What follows belongs to an exercise in optimizing a design on an open flow for small area and a short achievable clock period; a production flow would make more cautious choices.
Where RTL was checked, it was by simulation tests only, not by an equivalence proof against the original.
For run 2, only the layout was checked, not whether the RTL still works.
No activity file was given, so power comes from the tool's default toggle rates.

## design/flow/run.sh

```bash
#!/bin/bash
# synth_recipe.tcl (not shown) runs the flow's synth.tcl, then flattens the netlist and writes it again
# the make line also repeats each setting of config.mk as NAME=value (left out here)
make -C /OpenROAD-flow-scripts/flow DESIGN_CONFIG=/design/flow/config.mk WORK_HOME=/design/flow/orfs CLKGATE_MAP_FILE= SYNTH_SCRIPT=/design/flow/synth_recipe.tcl finish
```

## design/flow/design.v

```verilog
module t5_rv32i ( 
   mpc, iwb_wre, iwb_stb, iwb_sel, iwb_adr, dwb_wre, dwb_stb, dwb_sel,
   dwb_dto, dwb_adr,
   sys_rst, sys_ena, sys_clk, sexe, iwb_dat, dwb_dti, dwb_ack
   );
   parameter XLEN = 32;   
   output [31:2]	dwb_adr;		 
   output [31:0]	dwb_dto;		 
   output [3:0]		dwb_sel;		 
   output		dwb_stb;		 
   output		dwb_wre;		 
   output [31:2]	iwb_adr;		 
   output [3:0]		iwb_sel;		 
   output		iwb_stb;		 
   output		iwb_wre;		 
   output [31:2]	mpc;			 
   input		dwb_ack;		 
   input [31:0]		dwb_dti;		 
   input [31:0]		iwb_dat;		 
   input		sexe;			 
   input		sys_clk;		 
   input		sys_ena;		 
   input		sys_rst;		 
   wire			dbra;			 
   wire [31:0]		dcp1;			 
   wire [31:0]		dcp2;			 
   wire			dcsr;			 
   wire			dexc;			 
   wire [14:12]		dfn3;			 
   wire [31:25]		dfn7;			 
   wire [1:0]		dhart;			 
   wire			djmp;			 
   wire [31:0]		dop1;			 
   wire [31:0]		dop2;			 
   wire [6:2]		dopc;			 
   wire			dsub;			 
   wire [1:0]		fhart;			 
   wire [31:0]		fpc;			 
   wire [31:0]		malu;			 
   wire [31:0]		mepc;			 
   wire [1:0]		mhart;			 
   wire [31:0]		mtvec;			 
   wire			mwre;			 
   wire [4:0]		rd0a;			 
   wire [31:0]		rd0d;			 
   wire [4:0]		rs1a;			 
   wire [XLEN-1:0]	rs1d;			 
   wire [4:0]		rs2a;			 
   wire [XLEN-1:0]	rs2d;			 
   wire			sclk;			 
   wire			sena;			 
   wire			srst;			 
   wire [31:2]		xbpc;			 
   wire [1:0]		xbra;			 
   wire [31:0]		xdat;			 
   wire [31:2]		xepc;			 
   wire [14:12]		xfn3;			 
   wire [6:2]		xopc;			 
   wire [31:2]		xpc;			 
   wire [3:0]		xsel;			 
   wire [1:0]		xstb;			 
   wire			xwre;			 
   t5_sysc #( 
	     .XLEN			(XLEN))
   csys ( 
	 .sclk				(sclk),
	 .srst				(srst),
	 .sena				(sena),
	 .sys_clk			(sys_clk),
	 .sys_rst			(sys_rst),
	 .sys_ena			(sys_ena),
	 .xstb				(xstb[1:0]),
	 .dwb_ack			(dwb_ack));
   t5_regs #( 
	     .XLEN			(XLEN))
   regs ( 
	 .rs1d				(rs1d[XLEN-1:0]),
	 .rs2d				(rs2d[XLEN-1:0]),
	 .fhart				(fhart[1:0]),
	 .mhart				(mhart[1:0]),
	 .mwre				(mwre),
	 .rd0a				(rd0a[4:0]),
	 .rd0d				(rd0d[XLEN-1:0]),
	 .rs1a				(rs1a[4:0]),
	 .rs2a				(rs2a[4:0]),
	 .sclk				(sclk));
   t5_back #( 
	     .XLEN			(XLEN))
   back ( 
	 .rd0d				(rd0d[31:0]),
	 .rd0a				(rd0a[4:0]),
	 .mwre				(mwre),
	 .iwb_dat			(iwb_dat[11:7]),
	 .xopc				(xopc[6:2]),
	 .xfn3				(xfn3[14:12]),
	 .xstb				(xstb[1:0]),
	 .dwb_dti			(dwb_dti[31:0]),
	 .xsel				(xsel[3:0]),
	 .malu				(malu[31:0]),
	 .srst				(srst),
	 .sclk				(sclk),
	 .sena				(sena));
   t5_inst #( 
	     .XLEN			(XLEN))
   inst ( 
	 .fpc				(fpc[31:0]),
	 .iwb_adr			(iwb_adr[31:2]),
	 .iwb_wre			(iwb_wre),
	 .iwb_stb			(iwb_stb),
	 .iwb_sel			(iwb_sel[3:0]),
	 .fhart				(fhart[1:0]),
	 .mhart				(mhart[1:0]),
	 .dhart				(dhart[1:0]),
	 .xbpc				(xbpc[31:2]),
	 .xpc				(xpc[31:2]),
	 .xbra				(xbra[1:0]),
	 .xsel				(xsel[3:0]),
	 .xstb				(xstb[1:0]),
	 .sclk				(sclk),
	 .sena				(sena),
	 .srst				(srst),
	 .sys_rst			(sys_rst),
	 .mtvec				(mtvec[31:0]),
	 .mepc				(mepc[31:0]));
   t5_data #( 
	     .XLEN			(XLEN))
   data ( 
	 .dwb_adr			(dwb_adr[31:2]),
	 .dwb_dto			(dwb_dto[31:0]),
	 .dwb_sel			(dwb_sel[3:0]),
	 .dwb_wre			(dwb_wre),
	 .dwb_stb			(dwb_stb),
	 .xsel				(xsel[3:0]),
	 .xstb				(xstb[1:0]),
	 .xwre				(xwre),
	 .xbpc				(xbpc[31:2]),
	 .xdat				(xdat[31:0]),
	 .dopc				(dopc[6:2]),
	 .dfn3				(dfn3[14:12]),
	 .dcp1				(dcp1[1:0]),
	 .dcp2				(dcp2[1:0]),
	 .sclk				(sclk),
	 .srst				(srst),
	 .sena				(sena));
   t5_aslu #( 
	     .XLEN			(XLEN))
   aslu ( 
	 .xfn3				(xfn3[14:12]),
	 .malu				(malu[31:0]),
	 .xbpc				(xbpc[31:2]),
	 .xbra				(xbra[1:0]),
	 .xstb				(xstb[1:0]),
	 .xdat				(xdat[31:0]),
	 .xopc				(xopc[6:2]),
	 .mtvec				(mtvec[31:0]),
	 .mepc				(mepc[31:0]),
	 .xepc				(xepc[31:2]),
	 .dop1				(dop1[31:0]),
	 .dop2				(dop2[31:0]),
	 .dcp1				(dcp1[31:0]),
	 .dcp2				(dcp2[31:0]),
	 .dopc				(dopc[6:2]),
	 .dfn7				(dfn7[31:25]),
	 .dfn3				(dfn3[14:12]),
	 .xpc				(xpc[31:2]),
	 .dhart				(dhart[1:0]),
	 .xwre				(xwre),
	 .dexc				(dexc),
	 .dcsr				(dcsr),
	 .dsub				(dsub),
	 .dbra				(dbra),
	 .djmp				(djmp),
	 .sclk				(sclk),
	 .srst				(srst),
	 .sena				(sena));
   t5_ctrl #( 
	     .XLEN			(XLEN))
   ctrl ( 
	 .dfn3				(dfn3[14:12]),
	 .dfn7				(dfn7[31:25]),
	 .dop1				(dop1[31:0]),
	 .dop2				(dop2[31:0]),
	 .dcp1				(dcp1[31:0]),
	 .dcp2				(dcp2[31:0]),
	 .mpc				(mpc[31:2]),
	 .xpc				(xpc[31:2]),
	 .dopc				(dopc[6:2]),
	 .xepc				(xepc[31:2]),
	 .dexc				(dexc),
	 .dcsr				(dcsr),
	 .dsub				(dsub),
	 .dbra				(dbra),
	 .djmp				(djmp),
	 .rs1a				(rs1a[4:0]),
	 .rs2a				(rs2a[4:0]),
	 .fpc				(fpc[31:2]),
	 .iwb_dat			(iwb_dat[31:0]),
	 .rs2d				(rs2d[31:0]),
	 .rs1d				(rs1d[31:0]),
	 .fhart				(fhart[1:0]),
	 .sclk				(sclk),
	 .srst				(srst),
	 .sena				(sena),
	 .sexe				(sexe));
endmodule  
module t5_sysc( 
   sclk, srst, sena,
   sys_clk, sys_rst, sys_ena, xstb, dwb_ack
   );
   parameter XLEN = 32;
   output sclk;
   output srst;
   output sena;
   input  sys_clk;
   input  sys_rst;
   input  sys_ena;
   input [1:0] xstb;
   input  dwb_ack;   
   assign sclk = sys_clk;
   reg [3:0] rst;
   assign srst = rst[3];
   reg 	     ena;
   assign sena = sys_ena & ena & !(xstb[1] ^ dwb_ack);   
   always @(posedge sys_clk)
     if (sys_rst) begin
	rst <= 4'hF;	
     end else begin
	rst <= {rst[2:0],sys_rst};	
     end
   always @(posedge sys_clk)
     if (srst) begin
	ena <= 1'h0;
     end else begin
	ena <= 1'b1;	
     end
endmodule  
module t5_regs ( 
   rs2d, rs1d,
   sclk, rs2a, rs1a, rd0d, rd0a, mwre, mhart, fhart
   );
   parameter XLEN = 32;
   output [XLEN-1:0]	rs1d;			 
   output [XLEN-1:0]	rs2d;			 
   input [1:0]		fhart;			 
   input [1:0]		mhart;			 
   input		mwre;			 
   input [4:0]		rd0a;			 
   input [XLEN-1:0]	rd0d;			 
   input [4:0]		rs1a;			 
   input [4:0]		rs2a;			 
   input		sclk;			 
   t5_gprf
     #( 
       .XLEN				(XLEN))
   gprf
     ( 
      .rs1d				(rs1d[XLEN-1:0]),
      .rs2d				(rs2d[XLEN-1:0]),
      .fhart				(fhart[1:0]),
      .mhart				(mhart[1:0]),
      .mwre				(mwre),
      .rd0a				(rd0a[4:0]),
      .rd0d				(rd0d[XLEN-1:0]),
      .rs1a				(rs1a[4:0]),
      .rs2a				(rs2a[4:0]),
      .sclk				(sclk));
endmodule  
module t5_gprf(
   rs2d, rs1d,
   sclk, rs2a, rs1a, rd0d, rd0a, mwre, mhart, fhart
   );
   parameter XLEN = 32;
   output [XLEN-1:0] rs1d;
   output [XLEN-1:0] rs2d;
   input [1:0]       fhart;
   input [1:0]       mhart;
   input             mwre;
   input [4:0]       rd0a;
   input [XLEN-1:0]  rd0d;
   input [4:0]       rs1a;
   input [4:0]       rs2a;
   input             sclk;
   wire [3:0] fsel = {fhart == 2'd3, fhart == 2'd2, fhart == 2'd1, fhart == 2'd0};
   wire [3:0] wsel = {mhart == 2'd3, mhart == 2'd2, mhart == 2'd1, mhart == 2'd0};
   wire [XLEN-1:0] cur [0:31];
   assign cur[0] = {XLEN{1'b0}};
   genvar r;
   generate
      for (r = 1; r < 32; r = r + 1) begin : g
         reg [XLEN-1:0] h0, h1, h2, h3;
         wire wr = mwre & (rd0a == r);
         always @(posedge sclk) begin
            if (wr & wsel[0]) h0 <= rd0d;
            if (wr & wsel[1]) h1 <= rd0d;
            if (wr & wsel[2]) h2 <= rd0d;
            if (wr & wsel[3]) h3 <= rd0d;
         end
         assign cur[r] = ({XLEN{fsel[0]}} & h0) | ({XLEN{fsel[1]}} & h1) |
                         ({XLEN{fsel[2]}} & h2) | ({XLEN{fsel[3]}} & h3);
      end
   endgenerate
   reg [XLEN-1:0] rs1x, rs2x;
   integer i;
   always @* begin
      rs1x = {XLEN{1'b0}};
      rs2x = {XLEN{1'b0}};
      for (i = 1; i < 32; i = i + 1) begin
         rs1x = rs1x | ({XLEN{rs1a == i}} & cur[i]);
         rs2x = rs2x | ({XLEN{rs2a == i}} & cur[i]);
      end
   end
   assign rs1d = rs1x;
   assign rs2d = rs2x;
endmodule
module dpram ( 
   dat_o, xdat_o,
   adr_i, dat_i, wre_i, xadr_i, clk_i, ena_i
   ) ;
   parameter AW = 5;  
   parameter DW = 2;  
   output [DW-1:0] dat_o;  
   input [AW-1:0]  adr_i;
   input [DW-1:0]  dat_i;
   input 	   wre_i;
   output [DW-1:0] xdat_o;  
   input [AW-1:0]  xadr_i;
   input 	   clk_i, 
		   ena_i;
   reg [DW-1:0]    rRAM [(1<<AW)-1:0];
   always @(posedge clk_i)
     if (wre_i & ena_i) rRAM[adr_i] <= dat_i;	
   assign 	   dat_o = rRAM[adr_i];
   assign 	   xdat_o = rRAM[xadr_i];   
endmodule  
module t5_back( 
   rd0d, rd0a, mwre,
   iwb_dat, xopc, xfn3, xstb, dwb_dti, xsel, malu, srst, sclk, sena
   );
   parameter XLEN = 32;
   output [31:0] rd0d;
   output [4:0]      rd0a;
   output 	     mwre;
   input [11:7]      iwb_dat;   
   input [6:2] 	     xopc;
   input [14:12]     xfn3;   
   input [1:0] 	     xstb;
   input [31:0]      dwb_dti;
   input [3:0] 	     xsel;   
   input [31:0]      malu;   
   input 	     srst, sclk, sena;   
   wire 	     btype = xopc[6] & !xopc[4] & !xopc[2]; 
   wire 	     stype = !xopc[6] & xopc[5] & !xopc[4];  
   assign rd0a = mrd;
   reg [6:2] 	     mopc;
   always @(posedge sclk)
     if (srst) begin
	mopc <= 5'h0D;	
     end else if (sena) begin
	mopc <= xopc;	
     end
   reg [XLEN-1:0]    dext;
   always @(posedge sclk)
     if (srst) begin
	dext <= {XLEN{1'b0}};
     end else if (sena) begin
	case (xsel)
	  4'h1: begin
	     dext[7:0] <= dwb_dti[7:0];
	     dext[XLEN-1:8] <= (xfn3[14]) ? 24'd0 : {24{dwb_dti[7]}};	   
	  end
	  4'h2: begin
	     dext[7:0] <= dwb_dti[15:8];
	     dext[XLEN-1:8] <= (xfn3[14]) ? 24'd0 : {24{dwb_dti[15]}};	   
	  end
	  4'h4: begin
	     dext[7:0] <= dwb_dti[23:16];
	     dext[XLEN-1:8] <= (xfn3[14]) ? 24'd0 : {24{dwb_dti[23]}};	   
	  end
	  4'h8: begin
	     dext[7:0] <= dwb_dti[31:24];
	     dext[XLEN-1:8] <= (xfn3[14]) ? 24'd0 : {24{dwb_dti[31]}};	   
	  end
	  4'h3: begin
	     dext[15:0] <= dwb_dti[15:0];
	     dext[XLEN-1:16] <= (xfn3[14]) ? 16'd0 : {16{dwb_dti[15]}}; 
	  end
	  4'hC: begin
	     dext[15:0] <= dwb_dti[31:16];
	     dext[XLEN-1:16] <= (xfn3[14]) ? 16'd0 : {16{dwb_dti[31]}}; 
	  end
	  4'hF: begin
	     dext <= dwb_dti;	   
	  end
	  default: dext <= 32'h0;	
	endcase  
     end
   reg [XLEN-1:0] dmux;
   assign rd0d = dmux;   
   always @( dext or malu or mopc) begin
      dmux = (mopc == 5'd0) ? dext : malu;      
   end   
   reg [4:0] 	     drd, xrd, mrd;   
   always @(posedge sclk)
     if (srst) begin
	drd <= 5'h0;
	mrd <= 5'h0;
	xrd <= 5'h0;
     end else if (sena) begin
	mrd <= xrd;
	xrd <= drd;
	drd <= iwb_dat[11:7];	
     end
   reg mwre;   
   always @(posedge sclk)
     if (srst) begin
	mwre <= 1'b1;	
     end else if (sena) begin
	mwre <= ~&xstb & |xrd & !stype & !btype;	
     end
endmodule  
module t5_inst( 
   fpc, iwb_adr, iwb_wre, iwb_stb, iwb_sel, fhart, mhart, dhart,
   xbpc, xpc, xbra, xsel, xstb, sclk, sena, srst, sys_rst, mtvec,
   mepc
   );
   parameter XLEN = 32;
   output [31:0] fpc;   
   output [31:2] iwb_adr;
   output 	 iwb_wre;
   output 	 iwb_stb;   
   output [3:0]  iwb_sel;
   output [1:0]  fhart, mhart, dhart;
   input [31:2]  xbpc, xpc;   
   input [1:0] 	 xbra;
   input [3:0] 	 xsel;
   input [1:0]	 xstb;
   input 	 sclk, sena, srst, sys_rst;
   input [31:0]  mtvec,mepc;   
   assign iwb_sel = 4'hF;
   assign iwb_wre = 1'b0;
   reg [1:0] 	     hart, dhart;
   wire [1:0] 	     whart = {hart[0],!hart[1]};   
   assign mhart = hart;   
   always @(posedge sclk)     
     if (sys_rst) begin
	dhart <= 2'h3;	
	hart <= 2'h0;
     end else if (sena|srst) begin
	hart <= whart;  
	dhart <= ~whart;	
     end
   reg [31:0]    fpc;
   assign fhart = fpc[1:0];
   always @(posedge sclk)
     if (srst) begin
	fpc <= 32'h0;
     end else if (sena) begin 
	fpc <= {iwb_adr, hart};
     end
   reg [31:2]    iwb_adr;
   assign iwb_stb = sena;   
   always @(posedge sclk)
     if (srst) begin
       iwb_adr <= 30'h0;
     end else if (sena) begin
	case ({xbra,&xstb})
	  3'b110,3'b001: iwb_adr <= mtvec[31:2];  
	  3'b010: iwb_adr <= mepc[31:2]; 	  
	  3'b100: iwb_adr <= xbpc[31:2];  
	  default: iwb_adr <= xpc[31:2];  
	endcase  
     end
endmodule  
module t5_data ( 
   dwb_adr, dwb_dto, dwb_sel, dwb_wre, dwb_stb, xsel, xstb, xwre,
   xbpc, xdat, dopc, dfn3, dcp1, dcp2, sclk, srst, sena
   );
   parameter XLEN = 32;
   output [31:2] dwb_adr;
   output [31:0] dwb_dto;
   output [3:0]  dwb_sel;
   output 	 dwb_wre,
		 dwb_stb;
   output [3:0]  xsel;
   output [1:0]  xstb;   
   output 	 xwre;   
   input [31:2]  xbpc;
   input [31:0]  xdat;
   input [6:2] 	 dopc;
   input [14:12] dfn3;
   input [1:0] 	 dcp1, dcp2;		    
   input 	 sclk,
		 srst,
		 sena;   
   reg [3:0] 	 xsel;
   wire [1:0] 	 xoff = dcp1 + dcp2;   
   assign dwb_sel = xsel;
   always @(posedge sclk)
     if (srst) begin
	xsel <= 4'h0;
     end else if (sena) begin
	case ({dfn3[13:12],xoff[1:0]})
	  4'h0: xsel <= 4'h1; 
	  4'h1: xsel <= 4'h2; 
	  4'h2: xsel <= 4'h4; 
	  4'h3: xsel <= 4'h8; 
	  4'h4: xsel <= 4'h3; 
	  4'h6: xsel <= 4'hC; 
	  4'h8: xsel <= 4'hF; 
	  default: xsel <= 4'h0;  
	endcase  
     end
   reg [1:0]		    xstb;
   reg 			    xwre;
   assign dwb_stb = xstb[1];
   assign dwb_wre = xwre;
   always @(posedge sclk)
     if (srst) begin
	xstb <= 2'h0;
	xwre <= 1'h0;
     end else if (sena) begin
	xstb[1] <= !dopc[6] & !dopc[4] & !dopc[2];
	case ({dfn3[13:12],xoff[1:0]})
	  4'h0, 4'h1, 4'h2, 4'h3, 4'h4, 4'h6, 4'h8: begin
	     xstb[0] <= 1'b0;
	  end
	  default: begin  
	     xstb[0] <= 1'b1;
	  end
	endcase  
	xwre <= dopc[5];
     end
   assign dwb_adr = xbpc[31:2];
   assign dwb_dto = xdat[31:0];   
endmodule  
module t5_aslu ( 
   xfn3, malu, xbpc, xbra, xstb, xdat, xopc, mtvec, mepc,
   xepc, dop1, dop2, dcp1, dcp2, dopc, dfn7, dfn3, xpc, dhart, xwre,
   dexc, dcsr, dsub, dbra, djmp, sclk, srst, sena
   );
   parameter XLEN = 32;
   output [14:12] xfn3; 	     
   output [31:0]  malu;
   output [31:2]  xbpc;
   output [1:0]	  xbra;
   input [1:0]	  xstb;
   output [31:0]  xdat;
   output [6:2]   xopc;
   output [31:0]  mtvec,mepc;   
   input [31:2]   xepc;   
   input [31:0]   dop1, dop2;
   input [31:0]   dcp1, dcp2;
   input [6:2] 	  dopc;
   input [31:25]  dfn7;
   input [14:12]  dfn3;
   input [31:2]   xpc;
   input [1:0] 	  dhart;
   input 	  xwre;
   input 	  dexc, dcsr, dsub, dbra, djmp;
   input 	  sclk, srst, sena;
   reg [6:2] 	  xopc;
   reg [14:12] 	  xfn3;
   always @(posedge sclk)
     if (srst) begin
	xopc <= 5'h0D;	
	xfn3 <= 3'h0;
     end else if (sena) begin
	xopc <= dopc;
	xfn3 <= dfn3;	
     end
   reg [31:0] xadr;
   always @( dcp1 or dcp2)
     xadr = dcp1 + dcp2;   
   reg [32:0]    xadd;
   wire [32:0] 	 wop1, wop2;
   assign wop1[32] = (&dfn3[14:13] | &dfn3[13:12]) ? 1'b0 : dop1[31];
   assign wop2[32] = (&dfn3[14:13] | &dfn3[13:12]) ? 1'b0 : dop2[31];
   assign wop1[31:0] = dop1;
   assign wop2[31:0] = dop2;
   always @( dsub or wop1 or wop2)     
       xadd = (dsub) ? wop1 - wop2 :  
	      wop1 + wop2;  
   reg [31:0]    xlog;
   always @( dfn3 or dop1 or dop2)
     case (dfn3[13:12])
       2'b00: xlog = dop1 ^ dop2;  
       2'b10: xlog = dop1 | dop2;  
       2'b11: xlog = dop1 & dop2;  
       default: xlog = 32'h0;       
     endcase  
   reg [31:0]    xshf;
   always @( dfn3 or dfn7 or dop1 or dop2) begin
      case ({dfn3[14],dfn7[30]})
	2'b00: xshf = dop1 << dop2[4:0];  
	2'b10: xshf = dop1 >> dop2[4:0];  
	2'b11: case (dop2[4:0])  
		 5'd00: xshf = dop1;		 
		 5'd01: xshf = {{(1){dop1[31]}}, dop1[31:1]};
		 5'd02: xshf = {{(2){dop1[31]}}, dop1[31:2]};
		 5'd03: xshf = {{(3){dop1[31]}}, dop1[31:3]};
		 5'd04: xshf = {{(4){dop1[31]}}, dop1[31:4]};
		 5'd05: xshf = {{(5){dop1[31]}}, dop1[31:5]};
		 5'd06: xshf = {{(6){dop1[31]}}, dop1[31:6]};
		 5'd07: xshf = {{(7){dop1[31]}}, dop1[31:7]};
		 5'd08: xshf = {{(8){dop1[31]}}, dop1[31:8]};
		 5'd09: xshf = {{(9){dop1[31]}}, dop1[31:9]};
		 5'd10: xshf = {{(10){dop1[31]}}, dop1[31:10]};
		 5'd11: xshf = {{(11){dop1[31]}}, dop1[31:11]};
		 5'd12: xshf = {{(12){dop1[31]}}, dop1[31:12]};
		 5'd13: xshf = {{(13){dop1[31]}}, dop1[31:13]};
		 5'd14: xshf = {{(14){dop1[31]}}, dop1[31:14]};
		 5'd15: xshf = {{(15){dop1[31]}}, dop1[31:15]};
		 5'd16: xshf = {{(16){dop1[31]}}, dop1[31:16]};
		 5'd17: xshf = {{(17){dop1[31]}}, dop1[31:17]};
		 5'd18: xshf = {{(18){dop1[31]}}, dop1[31:18]};
		 5'd19: xshf = {{(19){dop1[31]}}, dop1[31:19]};
		 5'd20: xshf = {{(20){dop1[31]}}, dop1[31:20]};
		 5'd21: xshf = {{(21){dop1[31]}}, dop1[31:21]};
		 5'd22: xshf = {{(22){dop1[31]}}, dop1[31:22]};
		 5'd23: xshf = {{(23){dop1[31]}}, dop1[31:23]};
		 5'd24: xshf = {{(24){dop1[31]}}, dop1[31:24]};
		 5'd25: xshf = {{(25){dop1[31]}}, dop1[31:25]};
		 5'd26: xshf = {{(26){dop1[31]}}, dop1[31:26]};
		 5'd27: xshf = {{(27){dop1[31]}}, dop1[31:27]};
		 5'd28: xshf = {{(28){dop1[31]}}, dop1[31:28]};
		 5'd29: xshf = {{(29){dop1[31]}}, dop1[31:29]};
		 5'd30: xshf = {{(30){dop1[31]}}, dop1[31:30]};
		 5'd31: xshf = {{(31){dop1[31]}}, dop1[31]};
	       endcase  
	default: xshf = 32'h0;	
      endcase  
   end
   wire xneq = |xadd[31:0];   
   reg xcmp;
   always @( dfn3 or xadd or xneq)
     case (dfn3)
       3'o0: xcmp = !xneq;  
       3'o1: xcmp = xneq;  
       3'o2: xcmp = xadd[32];  
       3'o3: xcmp = xadd[32];  
       3'o4: xcmp = xadd[32];  
       3'o5: xcmp = !xadd[32];  
       3'o6: xcmp = xadd[32];  
       3'o7: xcmp = !xadd[32];  
     endcase  
   reg [31:0] xset;
   always @( xadd) begin
     xset = {31'd0, xadd[32]};
   end
   reg [XLEN-1:0] xcsr;
   reg [31:0] 	  rcsr, wcsr;   
   wire [31:0] 	  mask = (dfn3[14]) ? {27'd0,dcp2[19:15]} : dop1;   
   wire 	  wecsr = dcsr;
   always @( dfn3 or mask or rcsr)
     case(dfn3[13:12])
       default: wcsr = 32'h0;       
       2'd1: wcsr = mask;  
       2'd2: wcsr = rcsr | mask;  
       2'd3: wcsr = rcsr & ~mask;  
     endcase  
   localparam [11:0]
     CSR_ECALL = 12'h000,
     CSR_MSTATUS = 12'h300,
     CSR_MISA = 12'h301,
     CSR_MEDELEG = 12'h302,
     CSR_MIDELEG = 12'h303,
     CSR_MIE = 12'h304,
     CSR_MIP = 12'h344,
     CSR_MTVEC = 12'h305,
     CSR_MTVAL = 12'h343,
     CSR_MCAUSE = 12'h342,
     CSR_MSCRATCH = 12'h340,
     CSR_MEPC = 12'h341,
     CSR_MHARTID = 12'hF14;
   reg [31:0] mepc;
   reg [3:0]  mcause;   
   reg [31:0] medeleg, mtvec, mtval;
   reg [31:0] mscratch;   
   reg 	      mie, mpie;
   reg [31:0] mip;   
   always @(posedge sclk)
     if (srst)  begin
	medeleg <= 32'h0;
	mscratch <= 32'h0;
	mtvec <= 32'h0;
     end else if (sena & wecsr) begin
	if (dcp2[31:20] == CSR_MEDELEG) medeleg <= wcsr;
	if (dcp2[31:20] == CSR_MSCRATCH) mscratch <= wcsr;
	if (dcp2[31:20] == CSR_MTVEC) mtvec <= wcsr;
     end
   always @( dcp2 or dhart or mcause or medeleg or mepc
	    or mie or mpie or mscratch or mtval or mtvec)
     case (dcp2[31:20])
       CSR_MHARTID: rcsr = {30'd0,dhart};
       CSR_MISA: rcsr = 32'h40000100;
       CSR_MSCRATCH: rcsr = mscratch;       
       CSR_MEDELEG: rcsr = medeleg;
       CSR_MEPC: rcsr = {mepc[31:2], 2'd0};
       CSR_MTVAL: rcsr = mtval;
       CSR_MTVEC: rcsr = mtvec;
       CSR_MIE,
       CSR_MIP : rcsr = 32'h00000080;  
       CSR_MCAUSE: rcsr = {28'd0,mcause};
       CSR_MSTATUS: rcsr = {21'd3,3'o0,mpie,3'o0,mie,3'o0};       
       default: rcsr = {(XLEN){1'b0}};	  
     endcase  
   always @(posedge sclk)
     if (srst) begin
	xcsr <= {XLEN{1'b0}};
     end else if (sena) begin
	xcsr <= rcsr;	
     end
   wire 	  wbra = (dopc[6] & dopc[5] & !dopc[4] & (dopc[2] | xcmp));  
   wire 	  balign = (|xadr[1:0] & dbra & xcmp) | (djmp & xadr[1]);  
   always @(posedge sclk)
     if (srst) begin
	xbra <= 2'h0;
     end else if (sena) begin
	xbra <= {wbra|(dexc & !dcp2[21]),balign|dexc};	
     end
   reg [31:2] xbpc;
   reg [31:0] xdat;   
   reg [31:0] xmov;
   always @(posedge sclk)
     if (srst) begin
	xbpc <= 30'h0;
	xdat <= 32'h0;
	xmov <= 32'h0;
     end else if (sena) begin
	case ({dexc,dcp2[21]})
	  2'b11: xbpc <= mepc[31:2];  
	  default: xbpc <= {xadr[31:2]};
	endcase  
	xmov <= xadd[31:0];
	case (dfn3[13:12]) 
	  2'o0: xdat <= {4{xadd[7:0]}};
	  2'o1: xdat <= {2{xadd[15:0]}};
	  2'o2: xdat <= xadd[31:0];
	  default: xdat <= 32'h0;       
	endcase  
     end
   reg [XLEN-1:0] xalu, malu;   
   always @(posedge sclk)
     if (srst) begin
	malu <= 32'h0;
	xalu <= {XLEN{1'b0}};
     end else if (sena) begin
	case ({xopc[6],xopc[5],xopc[4],xopc[2]})
	  4'b0111: malu <= xmov;  
	  4'b1101: malu <= {xpc[31:2],2'd0};  
	  4'b0011: malu <= {xbpc[31:2],2'd0};  
	  4'b0010,4'b0110: malu <= xalu;  
	  4'b1110: malu <= xcsr;       
	  default: malu <= 32'h0;       
	endcase  
	case (dfn3)
	  3'o0: xalu <= xadd[31:0];
	  3'o1: xalu <= xshf;
	  3'o2: xalu <= xset;
	  3'o3: xalu <= xset;
	  3'o4: xalu <= xlog;
	  3'o5: xalu <= xshf;
	  3'o6: xalu <= xlog;
	  3'o7: xalu <= xlog;       
	endcase  
     end
   reg [1:0]	  xbra;
   reg [1:0] 	  xoff;
   reg 		  xexc;
   wire 	  wtval = (dcp2[31:20] == CSR_MTVAL) & wecsr;   
   wire 	  wepc = (dcp2[31:20] == CSR_MEPC) & wecsr;
   wire 	  wcause =  (dcp2[31:20] == CSR_MCAUSE) & wecsr;
   wire 	  wstatus = (dcp2[31:20] == CSR_MSTATUS) & wecsr;
   wire 	  xbrk = xbpc[20];
   always @(posedge sclk)
     if (srst) begin
	mcause <= 4'h0;
	mepc <= 32'h0;
	mie <= 1'h0;
	mpie <= 1'h0;
	mtval <= 32'h0;
	xexc <= 1'h0;
	xoff <= 2'h0;
     end else if (sena) begin
	case({xbra,wstatus})
	  3'b110: {mpie,mie} <= {mie,1'b0};
	  3'b010: {mpie,mie} <= {1'b1,mpie};	  
	  default: if (wstatus) {mpie, mie} <= {wcsr[7],wcsr[3]};	  
	endcase  
	case({&xbra|wepc,&xstb|wepc})
	  2'b11: mepc <= wcsr;	  
	  2'b10,2'b01: mepc <= {xepc, 2'd0};
	  default: mepc <= mepc;	  
	endcase  
	case({xexc,&xbra|wcause,&xstb|wcause})
	  3'b011: mcause <= wcsr[3:0];  
	  3'b010: mcause <= 4'h0;  
	  3'b110: mcause <= {!xbrk,3'o3};  
	  3'b001: mcause <= {2'o1, xwre, 1'b0};	 
	  default: mcause <= mcause;	  
	endcase  
	case({&xbra|wtval,&xstb|wtval})
	  2'b11: mtval <= wcsr;	  
	  2'b10, 2'b01: mtval <= {xbpc, xoff};
	  default: mtval <= mtval;	  
	endcase  
	xoff <= (djmp) ? {xadr[1],1'b0} : xadr[1:0];
	xexc <= dexc;
     end
endmodule  
module t5_ctrl ( 
   dfn3, dfn7, dop1, dop2, dcp1, dcp2, mpc, xpc, dopc, xepc, dexc,
   dcsr, dsub, dbra, djmp, rs1a, rs2a,
   fpc, iwb_dat, rs2d, rs1d, fhart, sclk, srst, sena, sexe
   );
   parameter XLEN = 32;
   output [14:12] dfn3;
   output [31:25] dfn7;   
   output [31:0]  dop1, dop2;
   output [31:0]  dcp1, dcp2;
   output [31:2]  mpc, xpc;
   output [6:2]   dopc;
   output [31:2]  xepc;   
   output 	  dexc, dcsr, dsub, dbra, djmp;		  
   output [4:0]   rs1a, rs2a;   
   input [31:2]   fpc;
   input [31:0]   iwb_dat;
   input [31:0]   rs2d, rs1d;
   input [1:0] 	  fhart;
   input 	  sclk, srst, sena, sexe;
   wire [31:0] 	  ireg = iwb_dat;
   wire [6:2] 	  opc = ireg[6:2];
   wire 	  rv32 = ireg[1] & ireg[0];
   wire 	  btype = opc[6] & !opc[4] & !opc[2]; 
   wire 	  stype = !opc[6] & opc[5] & !opc[4];  
   wire 	  utype = !opc[6] & !opc[3] & opc[2];  
   wire 	  jtype = opc[6] & opc[3] & opc[2];  
   wire 	  rtype = !opc[6] & opc[5] & opc[4] & !opc[2];
   wire 	  itype = (!opc[5] & !opc[2]) | (opc == 5'b11001);
   wire 	  ctype = opc[6] & opc[4] & |ireg[13:12];
   wire 	  etype = opc[6] & opc[4] & ~|ireg[13:12];
   reg 		  dexc, dcsr, dsub, dbra, djmp;   
   always @(posedge sclk)
     if (srst) begin
	dbra <= 1'h0;
	dcsr <= 1'h0;
	dexc <= 1'h0;
	djmp <= 1'h0;
	dsub <= 1'h0;
     end else if (sena) begin
	dexc <= etype;
	dcsr <= ctype;
	dsub <= btype | (rtype & (ireg[13] | ireg[30])) | (itype & ireg[13]);
	dbra <= btype;
	djmp <= jtype | (itype & opc[6]);	
     end
   assign rs1a = ireg[19:15];
   assign rs2a = ireg[24:20];   
   reg [31:0]    imm;
   always @( btype or ireg or itype or jtype or stype
	    or utype) begin
      case ({itype,stype})
	2'b10: imm[0] = ireg[20];
	2'b01: imm[0] = ireg[7];
	2'b00: imm[0] = 1'b0;
	default: imm[0] = 1'b0;
      endcase  
      case ({(itype|jtype),(stype|btype)})
	2'b10: imm[4:1] = ireg[24:21];
	2'b01: imm[4:1] = ireg[11:8];
	2'b00: imm[4:1] = 4'h0;	
	default: imm[4:1] = 4'h0;	
      endcase  
      case (utype)
	1'b1: imm[10:5] = 6'd0;
	default: imm[10:5] = ireg[30:25];	
      endcase  
      case ({(utype|jtype),(utype|btype)})
	2'b10: imm[11] = ireg[20];  
	2'b01: imm[11] = ireg[7];  
	2'b11: imm[11] = 1'b0;	 
	default: imm[11] = ireg[31]; 
      endcase  
      case (utype|jtype)
	1'b1: imm[19:12] = ireg[19:12];
	default: imm[19:12] = {8{ireg[31]}};	
      endcase  
      case(utype)
	1'b1: imm[30:20] = ireg[30:20];
	default: imm[30:20] = {11{ireg[31]}};	
      endcase  
      imm[31] = ireg[31];            
   end
   reg [31:0]    dop1, dop2;
   reg [31:0] 	 dcp1, dcp2;
   always @(posedge sclk)
     if (srst) begin
	dcp1 <= 32'h0;
	dcp2 <= 32'h0;
	dop1 <= 32'h0;
	dop2 <= 32'h0;
     end else if (sena & rv32) begin
	dcp1 <= (stype | itype | etype) ? rs1d : {fpc,2'd0};
	dcp2 <= (ctype | etype) ? {ireg[31:15],15'h0} : imm;  
	dop1 <= (rtype | itype | btype | ctype) ? rs1d : 32'd0;	
	dop2 <= (rtype | stype | btype) ? rs2d : imm;		
     end
   reg [14:12] dfn3;
   reg [31:25] dfn7;
   reg [6:2]   dopc;
   always @(posedge sclk)
     if (srst) begin
	dopc <= 5'h0D;	
	dfn3 <= 3'h0;
	dfn7 <= 7'h0;
     end else if (sena & rv32) begin
	dopc <= ireg[6:2];
	dfn3 <= ireg[14:12];
	dfn7 <= ireg[31:25];
     end
   reg [31:2]    dpc, xpc, mpc;
   reg [31:2]    xepc, depc;   
   wire [31:2]   npc = fpc[31:2] + 1;  
   always @(posedge sclk)
     if (srst) begin
	depc <= 30'h0;
	dpc <= 30'h0;
	mpc <= 30'h0;
	xepc <= 30'h0;
	xpc <= 30'h0;
     end else if (sena & rv32) begin
	mpc <= xpc;
	xpc <= dpc;
	dpc <= npc;	
	xepc <= depc;	
	depc <= fpc[31:2];	
     end	 
endmodule  
```

## design/flow/config.mk

```make
export PLATFORM = sky130hd
export DESIGN_NAME = t5_rv32i
export DESIGN_NICKNAME = t5_rv32i
export VERILOG_FILES = /design/flow/design.v
export SDC_FILE = /design/flow/constraint.sdc
export NUM_CORES = 4
export LEC_CHECK = 0
export CAP_MARGIN = 20
export CELL_PAD_IN_SITES_DETAIL_PLACEMENT = 1
export CORE_MARGIN = 2
export CORE_UTILIZATION = 30
export GPL_ROUTABILITY_DRIVEN = 1
export PLACE_DENSITY = 0.38
export SETUP_SLACK_MARGIN = 5
export SLEW_MARGIN = 20
```

## design/flow/constraint.sdc

```tcl
create_clock -name core_clock -period 10.0 [get_ports {sys_clk}]
set_input_delay 2.0000 -clock core_clock [delete_from_list [all_inputs] [get_ports {sys_clk}]]
set_output_delay 2.0000 -clock core_clock [all_outputs]
set_load 0.01 [all_outputs]
```

==> out/summary.log, run 1 <==
qor: status.run_status timing/DRC/antenna clean
qor: synth.area_share_of_the_largest_cell_type_after_synthesis 59.37%
qor: critical_path.worst_ep_required_time 11.05 ns
qor: synth.gate_count_of_the_mapped_netlist 13230
qor: power_and_ir_drop.total_power 41.96 mW
qor: synth.synthTopCellsByArea sky130_fd_sc_hd__edfxtp_1, sky130_fd_sc_hd__mux4_2, sky130_fd_sc_hd__dfxtp_1, sky130_fd_sc_hd__a22oi_1, sky130_fd_sc_hd__nand2_1
qor: critical_path.arrival 6.38 ns
qor: global_routing.first_global_vias 141300
qor: placed_design.globalplace.congestion 0.9228
qor: die.core_region_area 667000 sq um
qor: power_and_ir_drop.ratio_of_total_power_to_cell_area 177.0 nW/um^2
qor: drt.dr_total_vias 144600
qor: global_routing.grt-ovfl-total 0
qor: worst_hold_path.hold_start csys.rst[2]
qor: synth.synth_cell_types 90
qor: global_routing.gr-usage-all-layers 31.44%
qor: critical_path.rr_endpoint aslu.xbra[1]
qor: timing.drv_slew 0
qor: placed_design.placed_cells_incl_taps 21870
qor: layout.most-common-layout-cells sky130_fd_sc_hd__edfxtp_1, sky130_fd_sc_hd__a22oi_1, sky130_fd_sc_hd__nand2_1
qor: critical_path.r2r.worst_path.cells 21
qor: placed_design.io_buffer_count 196
qor: placed_design.hpwl_after_detailed_placement 703200 microns
qor: die.std_cell_rows 300
qor: synth.postSynthRegisterBits 4756
qor: timing.clock.fmax 187.9 MHz
qor: synth.syn_area 200700 sq um
qor: die.die_area 675600 sq um
qor: synth.synthesis.area_per_instance 15.17 sq um
qor: critical_path.critical-path-top-delay-family simple AND/OR/NAND/NOR gates
qor: timing.finalClockSkew 0.1269 ns
qor: synth.synth_warnings 14
qor: timing.setup_total_negative_slack 0 ns
qor: layout.final-instance-count-excl-fill 23040
qor: clocking.tritoncts.num_buffers 561
qor: drt.drc 0
qor: power_and_ir_drop.standby_leakage_power 76.69 nW
qor: critical_path.critical_path_max_stage_delay 0.79 ns
qor: drt.average_via_count_per_standard_cell 6.276
qor: timing.finalHoldViolations 0
qor: drt.postRouteWirelength 1099000 microns
qor: synth.synth_largest_area_cell sky130_fd_sc_hd__edfxtp_1
qor: timing.setup_viol 0
qor: critical_path.cp.buffers_inverters 3
qor: flow_run.max_cap_viol_count 0
qor: die.ioPinCount 203
qor: timing.slew_headroom 12.56%
qor: critical_path.worst-r2r-setup-slack 4.95 ns
qor: clocking.worst_setup_hold_path_clk_slew 0.06 ns
qor: die.die_h 822.0 microns
qor: power_and_ir_drop.max_vdd_drop 0.1893 mV
qor: timing.period_utilization 53.21%
qor: critical_path.crit_path_end_kind flop
qor: global_routing.grt_pass1_wl 1415000 microns
qor: clocking.clock_tree_from_tritoncts built
qor: drt.drt.antenna.violating_nets 0
qor: clocking.htree_levels 6
qor: critical_path.cp-start-kind primary input
qor: die.die_width 822.0 microns
qor: critical_path.worst-path-max-fanout 20
qor: critical_path.cp_cell_sequence dlygate4sd2_1 > or3_1 > nor2_4 > buf_4 > buf_4 > a22oi_1 > nand4_1 > or4_1 > nor2_1 > nor3_1 > a21oi_1 > nor2_1
qor: clocking.clock_tree.buffer_depth 4
qor: die.start_util 30.09%
qor: clocking.cts_hold_buf 0
qor: global_routing.grt_antenna_before_repair 135
qor: clocking.worst_skew_pair.late_latency 1.16 ns
qor: layout.syn_to_final_growth 18.10%
qor: worst_hold_path.min_delay_path_depth 1
qor: synth.synth-main-ff-cell sky130_fd_sc_hd__edfxtp_1
qor: drt.detail_route.first_pass.iterations 12
qor: synth.async_reset_ff_share 0%
qor: synth.synth_edf_count 3968
qor: critical_path.rr_startpoint ctrl.dop2[1]
qor: layout.post_route_cells_drive_above_1_share 21.82%
qor: global_routing.pin_count_of_the_biggest_net_entering_global_routing 184
qor: clocking.clock_sink_count 4756
qor: worst_hold_path.worst_hold_path.endpoint csys.rst[3]
qor: synth.synth_seq_area_share 67.23%
qor: worst_hold_path.hold_path_class reg2reg
qor: timing.worst-slew-pin-transition 1.302 ns
qor: clocking.clock-root-buffer sky130_fd_sc_hd__clkbuf_16
qor: layout.commonest_non_fill_non_tap_cell_in_the_layout sky130_fd_sc_hd__edfxtp_1
qor: critical_path.setup.worst_path.class in2reg
qor: timing.rsz_0062_raised_after_global_routing true
qor: layout.fin_nets 13850
qor: timing.fin_crit 5.321 ns
qor: drt.post_detailed_route_wirelength_per_cell 47.71 microns
qor: drt.drtIter0Drc 23030
qor: critical_path.critical-path-slowest-cell sky130_fd_sc_hd__buf_4
[flip-flops by register name, indices dropped and copies added (netlist names), 32 cells and up]
signal / flops
inst.fpc: 32
ctrl.dcp1: 32
ctrl.dcp2: 32
regs.gprf.g.h0: 992
ctrl.dop1: 32
regs.gprf.g.h1: 992
regs.gprf.g.h2: 992
aslu.xalu: 32
aslu.mtvec: 32
aslu.malu: 32
regs.gprf.g.h3: 992
back.dext: 32
aslu.xdat: 32
aslu.mscratch: 32
aslu.mtval: 32
aslu.xcsr: 32
aslu.medeleg: 32
ctrl.dop2: 32
aslu.xmov: 32
[logic make-up after synthesis]
logic type,Yosys count,share of synthesized area [%]
AO/OA/AOI/OAI,3072,10.50
other,2,0.003742
adder cells (fa/ha/maj),143,0.8989
multiplexers,1194,12.56
AND/OR/NAND/NOR,2814,6.213
XOR/XNOR,95,0.4145
buffers and inverters,1155,2.185
flip-flops,4756,67.23
[power breakdown]
| group | total [mW] | internal, mW | switching, mW |
|---|---|---|---|
| registers | 21.2 | 21.2 | 0.00805 |
| clock network | 20.0 | 11.3 | 8.68 |
| logic | 0.812 | 0.163 | 0.649 |
| total | 42.0 | 32.6 | 9.34 |
[timing repair]
| action | in CTS | in global routing |
|---|---|---|
| gates resized for setup | 148 | 132 |
| pin swaps | 46 | 39 |
| setup endpoints to repair | 153 | 84 |
| cloned | 6 | 3 |
| setup buffers | 62 | 30 |
[worst max-delay path by stage]
stage          slack [ns]    startpoint  depth (start not counted)             to
4_1_cts              4.95  ctrl.dop2[1]                         23   aslu.xbra[1]
3_5_place_dp         3.19   iwb_dat[19]                         11  ctrl.dcp1[23]
5_1_grt              4.80  ctrl.dop2[1]                         21   aslu.xbra[1]
6_report             4.68   iwb_dat[15]                         12  ctrl.dcp1[29]
3_3_place_gp         3.12   iwb_dat[16]                         12  ctrl.dcp1[31]
2_1_floorplan        4.96       dwb_ack                          7        iwb_stb
[per-stage QoR]
step	util [%]	instance area, sq um	setup slack [ns]	hold slack [ns]
finish	35.54	237000	4.679	0.4091
global route	35.51	236900	4.801	0.4267
CTS	35.33	235600	4.953	0.4133
detailed placement	32.52	216900	3.194	0.3980
global placement	32.48	216700	3.125	0.3928
floorplan	-	200800	4.961	0.3895
[routing by layer]
layer,GRT usage (%),share of wire [%],vias up
met4,18.03,7.1,50
met2,49.20,45,9556
li1,-,-,54280
met1,39.02,38,78040
met5,0.1554,0.056,-
met3,8.928,9.6,2657
[synthesized netlist by cell type (14+ instances only)]
master / n
sky130_fd_sc_hd__mux2i_1: 50
sky130_fd_sc_hd__edfxtp_1: 3968
sky130_fd_sc_hd__or4_1: 44
sky130_fd_sc_hd__o21a_1: 14
sky130_fd_sc_hd__o221ai_1: 31
sky130_fd_sc_hd__a222oi_1: 110
sky130_fd_sc_hd__a221oi_1: 71
sky130_fd_sc_hd__a221o_1: 26
sky130_fd_sc_hd__nor3_1: 108
sky130_fd_sc_hd__nand4_1: 296
sky130_fd_sc_hd__a31oi_1: 90
sky130_fd_sc_hd__nor4_1: 48
sky130_fd_sc_hd__clkbuf_1: 858
sky130_fd_sc_hd__buf_2: 16
sky130_fd_sc_hd__nand3_1: 78
sky130_fd_sc_hd__o21ai_0: 371
sky130_fd_sc_hd__a311oi_1: 16
sky130_fd_sc_hd__or2_2: 14
sky130_fd_sc_hd__nor2_1: 935
sky130_fd_sc_hd__or3_1: 25
sky130_fd_sc_hd__a22oi_1: 1148
sky130_fd_sc_hd__xnor2_1: 64
sky130_fd_sc_hd__o211ai_1: 42
sky130_fd_sc_hd__and2_1: 26
sky130_fd_sc_hd__a21oi_1: 675
sky130_fd_sc_hd__o22ai_1: 26
sky130_fd_sc_hd__xor2_1: 31
sky130_fd_sc_hd__inv_1: 103
sky130_fd_sc_hd__buf_1: 168
sky130_fd_sc_hd__nand2b_1: 38
sky130_fd_sc_hd__a21o_1: 29
sky130_fd_sc_hd__mux4_2: 1051
sky130_fd_sc_hd__and3_1: 26
sky130_fd_sc_hd__a22o_1: 80
sky130_fd_sc_hd__dfxtp_1: 788
sky130_fd_sc_hd__mux2_2: 93
sky130_fd_sc_hd__a211oi_1: 209
sky130_fd_sc_hd__nand2_1: 1106
sky130_fd_sc_hd__ha_1: 141
[area by class of cell]
cell class | count | area (sq um)
fill | 67370 | 430000
sequential | 4756 | 135000
multi-input combinational | 7324 | 64540
inverter | 106 | 426.7
clock inverter | 275 | 2529
antenna | 74 | 185.2
tap | 8909 | 11150
timing repair inverter | 3 | 26.28
timing repair buffer | 881 | 8258
clock buffer | 708 | 14950
==> inputs of run 2 (changes only) <==
--- a/design/flow/design.v
+++ b/design/flow/design.v
@@ -266,51 +266,48 @@
       .sclk				(sclk));
 endmodule  
-module t5_gprf(
+module t5_gprf( 
    rs2d, rs1d,
    sclk, rs2a, rs1a, rd0d, rd0a, mwre, mhart, fhart
    );
    parameter XLEN = 32;
-   output [XLEN-1:0] rs1d;
-   output [XLEN-1:0] rs2d;
-   input [1:0]       fhart;
-   input [1:0]       mhart;
-   input             mwre;
-   input [4:0]       rd0a;
-   input [XLEN-1:0]  rd0d;
-   input [4:0]       rs1a;
-   input [4:0]       rs2a;
-   input             sclk;
-   wire [3:0] fsel = {fhart == 2'd3, fhart == 2'd2, fhart == 2'd1, fhart == 2'd0};
-   wire [3:0] wsel = {mhart == 2'd3, mhart == 2'd2, mhart == 2'd1, mhart == 2'd0};
-   wire [XLEN-1:0] cur [0:31];
-   assign cur[0] = {XLEN{1'b0}};
-   genvar r;
-   generate
-      for (r = 1; r < 32; r = r + 1) begin : g
-         reg [XLEN-1:0] h0, h1, h2, h3;
-         wire wr = mwre & (rd0a == r);
-         always @(posedge sclk) begin
-            if (wr & wsel[0]) h0 <= rd0d;
-            if (wr & wsel[1]) h1 <= rd0d;
-            if (wr & wsel[2]) h2 <= rd0d;
-            if (wr & wsel[3]) h3 <= rd0d;
-         end
-         assign cur[r] = ({XLEN{fsel[0]}} & h0) | ({XLEN{fsel[1]}} & h1) |
-                         ({XLEN{fsel[2]}} & h2) | ({XLEN{fsel[3]}} & h3);
-      end
-   endgenerate
-   reg [XLEN-1:0] rs1x, rs2x;
-   integer i;
-   always @* begin
-      rs1x = {XLEN{1'b0}};
-      rs2x = {XLEN{1'b0}};
-      for (i = 1; i < 32; i = i + 1) begin
-         rs1x = rs1x | ({XLEN{rs1a == i}} & cur[i]);
-         rs2x = rs2x | ({XLEN{rs2a == i}} & cur[i]);
-      end
-   end
-   assign rs1d = rs1x;
-   assign rs2d = rs2x;
-endmodule
+   localparam AW = 7;   
+   output [XLEN-1:0]	rs1d;			 
+   output [XLEN-1:0]	rs2d;			 
+   input [1:0]		fhart;			 
+   input [1:0]		mhart;			 
+   input		mwre;			 
+   input [4:0]		rd0a;			 
+   input [XLEN-1:0]	rd0d;			 
+   input [4:0]		rs1a;			 
+   input [4:0]		rs2a;			 
+   input		sclk;			 
+   wire [XLEN-1:0]	rs1x, rs2x;
+   assign rs1d = (rs1a == 5'd0) ? {XLEN{1'b0}} : rs1x;
+   assign rs2d = (rs2a == 5'd0) ? {XLEN{1'b0}} : rs2x;
+   dpram #( 
+	   .AW				(AW),			  
+	   .DW				(XLEN))			  
+   rs1 ( 
+	.dat_o				(),			  
+	.xdat_o				(rs1x[XLEN-1:0]),	  
+	.adr_i				({mhart[1:0],rd0a[4:0]}),  
+	.dat_i				(rd0d[XLEN-1:0]),	  
+	.wre_i				(mwre),			  
+	.xadr_i				({fhart[1:0],rs1a[4:0]}),  
+	.clk_i				(sclk),			  
+	.ena_i				(1'b1));			  
+   dpram #( 
+	   .AW				(AW),			  
+	   .DW				(XLEN))			  
+   rs2 ( 
+	.dat_o				(),			  
+	.xdat_o				(rs2x[XLEN-1:0]),	  
+	.adr_i				({mhart[1:0],rd0a[4:0]}),  
+	.dat_i				(rd0d[XLEN-1:0]),	  
+	.wre_i				(mwre),			  
+	.xadr_i				({fhart[1:0],rs2a[4:0]}),  
+	.clk_i				(sclk),			  
+	.ena_i				(1'b1));			  
+endmodule  
 module dpram ( 
    dat_o, xdat_o,
--- a/design/flow/config.mk
+++ b/design/flow/config.mk
@@ -12,4 +12,3 @@
 export GPL_ROUTABILITY_DRIVEN = 1
 export PLACE_DENSITY = 0.38
-export SETUP_SLACK_MARGIN = 5
 export SLEW_MARGIN = 20
==> run 2 against run 1 <==
  * Register-to-register slack worse by 2.5 ns
  * First-iteration DRC count is 26% lower
  * Sequential cell count grew 128
  * Die area increased by 17%
  * Core utilization fell by 0.91 points
  * Synthesized area increased by 17%
  * Combinational power grew to 3.2 times the previous value
  * Clock skew down 0.060 ns
  * Synthesized cell count grew 5.8%
  * Still clean
  * Count of clock-buffer cells in the layout increased by 61
  * Via count increased by 3.2%
==> out/summary.log, run 2 <==
qor: layout.most-common-layout-cells sky130_fd_sc_hd__edfxtp_1, sky130_fd_sc_hd__mux4_2, sky130_fd_sc_hd__nand2_1
qor: timing.finalClockSkew 0.06711 ns [-0.05975 ns]
qor: critical_path.worst-path-max-fanout 31 [+55%]
qor: power_and_ir_drop.total_power 45.35 mW [+8.1%]
qor: power_and_ir_drop.sw_frac_of_total 23.23% [+0.97 points]
qor: global_routing.grt-ovfl-total 0 [unchanged]
qor: global_routing.first_global_vias 155200 [+9.9%]
qor: clocking.htree_levels 6 [unchanged]
qor: timing.worst-slew-pin-transition 1.214 ns [-0.08819 ns]
qor: clocking.worst_skew_pair.late_latency 1.15 ns [about the same]
qor: die.die_h 887.8 microns [+8.0%]
qor: critical_path.critical_path_max_stage_delay 0.79 ns [about the same]
qor: layout.seq_area 138800 sq um [+2.8%]
qor: timing.clock.fmax 132.5 MHz [-29%]
qor: layout.registers.top_by_ff_count regs.gprf.rs2.rRAM
qor: synth.synth_seq_area_share 59.21% [-8.0 points]
qor: drt.drt.antenna.violating_nets 0 [unchanged]
qor: power_and_ir_drop.ratio_of_total_power_to_cell_area 168.2 nW/um^2 [-4.9%]
qor: critical_path.cp_cell_sequence clkinv_1 > ha_1 > clkinv_1 > nor4b_2 > buf_4 > nand3_1 > nor2_2 > a31oi_1 > xnor2_1 > ha_1 > a21o_1 > a2111oi_1 > a21oi_1 > nor2b_1 > nor4b_1 > nand3_1 > nor4_2 > nand4b_1 > nor4_4 > mux2i_1 > a41oi_2
qor: die.core_region_area 778300 sq um [+17%]
qor: clocking.cts_hold_buf 0 [unchanged]
qor: critical_path.cp.buffers_inverters 3 [unchanged]
qor: layout.commonest_non_fill_non_tap_cell_in_the_layout sky130_fd_sc_hd__edfxtp_1
qor: critical_path.worst_ep_required_time 10.98 ns [-0.07 ns]
qor: power_and_ir_drop.power.share.combinational 5.8% [+3.9 points]
qor: critical_path.critical-path-slowest-cell sky130_fd_sc_hd__ha_1
qor: synth.yosysMostFrequentCell sky130_fd_sc_hd__edfxtp_1
qor: drt.postRouteWirelength 1028000 microns [-6.5%]
qor: drt.average_via_count_per_standard_cell 5.987 [-4.6%]
qor: synth.synthesis.area_per_instance 16.74 sq um [+10%]
qor: layout.fillCellCount 77680 [+15%]
qor: synth.area_share_of_the_largest_cell_type_after_synthesis 52.48% [-6.9 points]
qor: die.ioPinCount 203 [unchanged]
qor: placed_design.hpwl_after_detailed_placement 657700 microns [-6.5%]
qor: timing.slew_headroom 19.09% [+6.5 points]
qor: drt.drtIter0Drc 17100 [-26%]
qor: global_routing.pin_count_of_the_biggest_net_entering_global_routing 204 [+11%]
qor: synth.async_reset_ff_share 0% [unchanged]
qor: clocking.worst_setup_hold_path_clk_slew 0.07 ns [about the same]
qor: critical_path.critical-path-top-delay-family simple AND/OR/NAND/NOR gates
qor: global_routing.gr-usage-all-layers 25.45% [-6.0 points]
qor: placed_design.globalplace.congestion 0.9114 [-1.2%]
qor: timing.finalHoldViolations 0 [unchanged]
qor: power_and_ir_drop.max_vdd_drop 0.1443 mV [-24%]
qor: timing.drv_slew 0 [unchanged]
qor: die.die_width 887.8 microns [+8.0%]
qor: layout.finish.utilization 34.63% [-0.91 points]
qor: flow_run.max_cap_viol_count 0 [unchanged]
qor: layout.multiInputGateArea 91850 sq um [+42%]
qor: critical_path.crit_path_end_kind flop
qor: power_and_ir_drop.net-switching-power 10.54 mW [+13%]
qor: timing.setup_total_negative_slack 0 ns [unchanged]
qor: clocking.clock_tree.buffer_depth 4 [unchanged]
qor: drt.drc 0 [unchanged]
qor: clocking.clock-root-buffer sky130_fd_sc_hd__clkbuf_16
qor: layout.fin_nets 14330 [+3.5%]
qor: clocking.cts_setup_buffers 0 [-100%]
qor: timing.period_utilization 75.46% [+22 points]
qor: clocking.clock_tree_from_tritoncts built
qor: synth.synth_largest_area_cell sky130_fd_sc_hd__edfxtp_1
qor: power_and_ir_drop.p_int 34.81 mW [+6.7%]
qor: synth.synth_cell_types 94 [+4.4%]
qor: power_and_ir_drop.pwr-share-seq 48.1% [-2.4 points]
qor: synth.syn_area 234400 sq um [+17%]
qor: drt.post_detailed_route_wirelength_per_cell 41.26 microns [-14%]
qor: die.start_util 30.11% [about the same]
qor: synth.post_synth_most_frequent_cells sky130_fd_sc_hd__edfxtp_1, sky130_fd_sc_hd__mux4_2, sky130_fd_sc_hd__nand2_1
qor: timing.worst_slack 2.454 ns [-2.225 ns]
qor: timing.rsz_0062_raised_after_global_routing false
qor: placed_design.detailedPlace.worstSlack 2.556 ns [-0.6383 ns]
qor: power_and_ir_drop.standby_leakage_power 88.20 nW [+15%]
qor: synth.synthTopCellsByArea sky130_fd_sc_hd__edfxtp_1, sky130_fd_sc_hd__mux4_2, sky130_fd_sc_hd__dfxtp_1, sky130_fd_sc_hd__nand2_1, sky130_fd_sc_hd__nor2_1
qor: clocking.tritoncts.num_buffers 585 [+4.3%]
qor: drt.detail_route.first_pass.iterations 9 [-3]
qor: synth.gate_count_of_the_mapped_netlist 14000 [+5.8%]
qor: synth.postSynthRegisterBits 4884 [+2.7%]
qor: synth.synth_warnings 14 [unchanged]
qor: critical_path.arrival 8.53 ns [+2.15 ns]
qor: global_routing.grt_pass1_wl 1385000 microns [-2.1%]
qor: timing.fin_crit 7.546 ns [+2.225 ns]
qor: die.die_area 788300 sq um [+17%]
qor: layout.syn_to_final_growth 15.01%
qor: critical_path.cp-start-kind flop
qor: worst_hold_path.hold_path_class reg2reg
qor: synth.synth_edf_count 4096 [+3.2%]
qor: synth.synth-main-ff-cell sky130_fd_sc_hd__edfxtp_1
qor: global_routing.grt_antenna_before_repair 137 [+1.5%]
qor: layout.largest_reg_flops 4064
qor: placed_design.io_buffer_count 196 [unchanged]
qor: power_and_ir_drop.clock_share_of_power 46.1% [-1.5 points]
qor: die.std_cell_rows 324 [+8.0%]
qor: status.run_status timing/DRC/antenna clean
qor: drt.dr_total_vias 149100 [+3.2%]
qor: layout.post_route_cells_drive_above_1_share 29.85% [+8.0 points]
qor: clocking.clock_sink_count 4884 [+2.7%]
qor: critical_path.setup.worst_path.class reg2reg
qor: timing.setup_viol 0 [unchanged]
qor: clocking.postCtsResizedCells 0 [-100%]
run 2: cell type report:
class / count / share of cell area (%)
timing repair buffer: 755 / 2.688
multi-input combinational: 7783 / 34.08
sequential: 4884 / 51.50
antenna: 84 / 0.07798
inverter: 105 / 0.1495
clock buffer: 769 / 5.947
clock inverter: 261 / 0.7984
tap: 10270 / 4.767
run 2: cell families (layout without fill, tap and decap cells):
group | Yosys count | count (layout) | synth area share (%)
simple gates | 2313 | 2313 | 4.133
xor+xnor | 106 | 106 | 0.3961
fa+ha+maj | 143 | 143 | 0.7699
compound gates | 2241 | 2241 | 6.304
buf+inv | 1335 | 1890 | 2.236
flops | 4884 | 4884 | 59.21
mux | 2975 | 2975 | 26.94
other cells | 2 | 89 | 0.003205
run 2: per-stage QoR:
| step | instances | hold WS [ns] | area (sq um) |
|---|---|---|---|
| 6_report | 24910 | 0.3811 | 269500 |
| 5_1_grt | 24840 | 0.4061 | 269400 |
| 4_1_cts | 24820 | 0.3816 | 269100 |
| 3_5_place_dp | 23790 | 0.3996 | 250900 |
| 3_3_place_gp | 23780 | 0.3968 | 250800 |
| 2_1_floorplan | 14000 | 0.3895 | 234400 |
run 2: final timing paths:
| check | start | end | slack [ns] | cells after the start |
|---|---|---|---|---|
| hold reg to reg | csys.rst[2] | csys.rst[3] | 0.38 | 1 |
| setup reg to reg | ctrl.dop2[1] | aslu.xbra[0] | 2.45 | 21 |
| setup / recovery | ctrl.dop2[1] | aslu.xbra[0] | 2.45 | 21 |
| hold / removal | csys.rst[2] | csys.rst[3] | 0.38 | 1 |
run 2: power groups by stage:
stage	Combinational, mW	Sequential, mW	Clock [mW]
after CTS	2.65	21.8	21.4
after global placement	2.63	22.2	0
after detailed placement	2.64	22.2	0
after global routing	2.71	21.8	22.0
final	2.62	21.8	20.9
after floorplan	1.52	22.2	0
run 2: routing by layer:
| layer | vias up | global-route usage, % | part of all wire [%] |
|---|---|---|---|
| met2 | 6160 | 40.97 | 47 |
| met4 | 24 | 10.30 | 4.8 |
| li1 | 58570 | - | - |
| met3 | 1463 | 3.700 | 6.3 |
| met5 | - | 0 | 0.014 |
| met1 | 82910 | 34.76 | 42 |

==> re-timing with driven ports <==
No port has a modelled driver above. Below, the same layouts with a new extraction and two added sets of constraints.
Step 1 assumes that a clkbuf_16 drives the clock port and a buf_2 every other input.
Step 2 adds t to the input delays and takes it off the output delays; t is the mean of the earliest and latest rising clock arrival at the registers after step 1. Input paths then give back, and output paths get back, about the clock's delay inside the block.
Slacks: no drivers / after step 1 / after step 2; pairs: no drivers / after step 1.
run	shift t [ns]	setup WS [ns]	worst data-port slew with drivers (ns)
run 1	1.226	4.679 / 4.674 / 3.449	0.22
run 2	1.255	2.454 / 2.454 / 2.394	0.30
After both steps setup and hold are still met in every run listed. The setup slack of run 1, which loses most, moves by -0.005 ns with the drivers and by -1.230 ns with both steps.
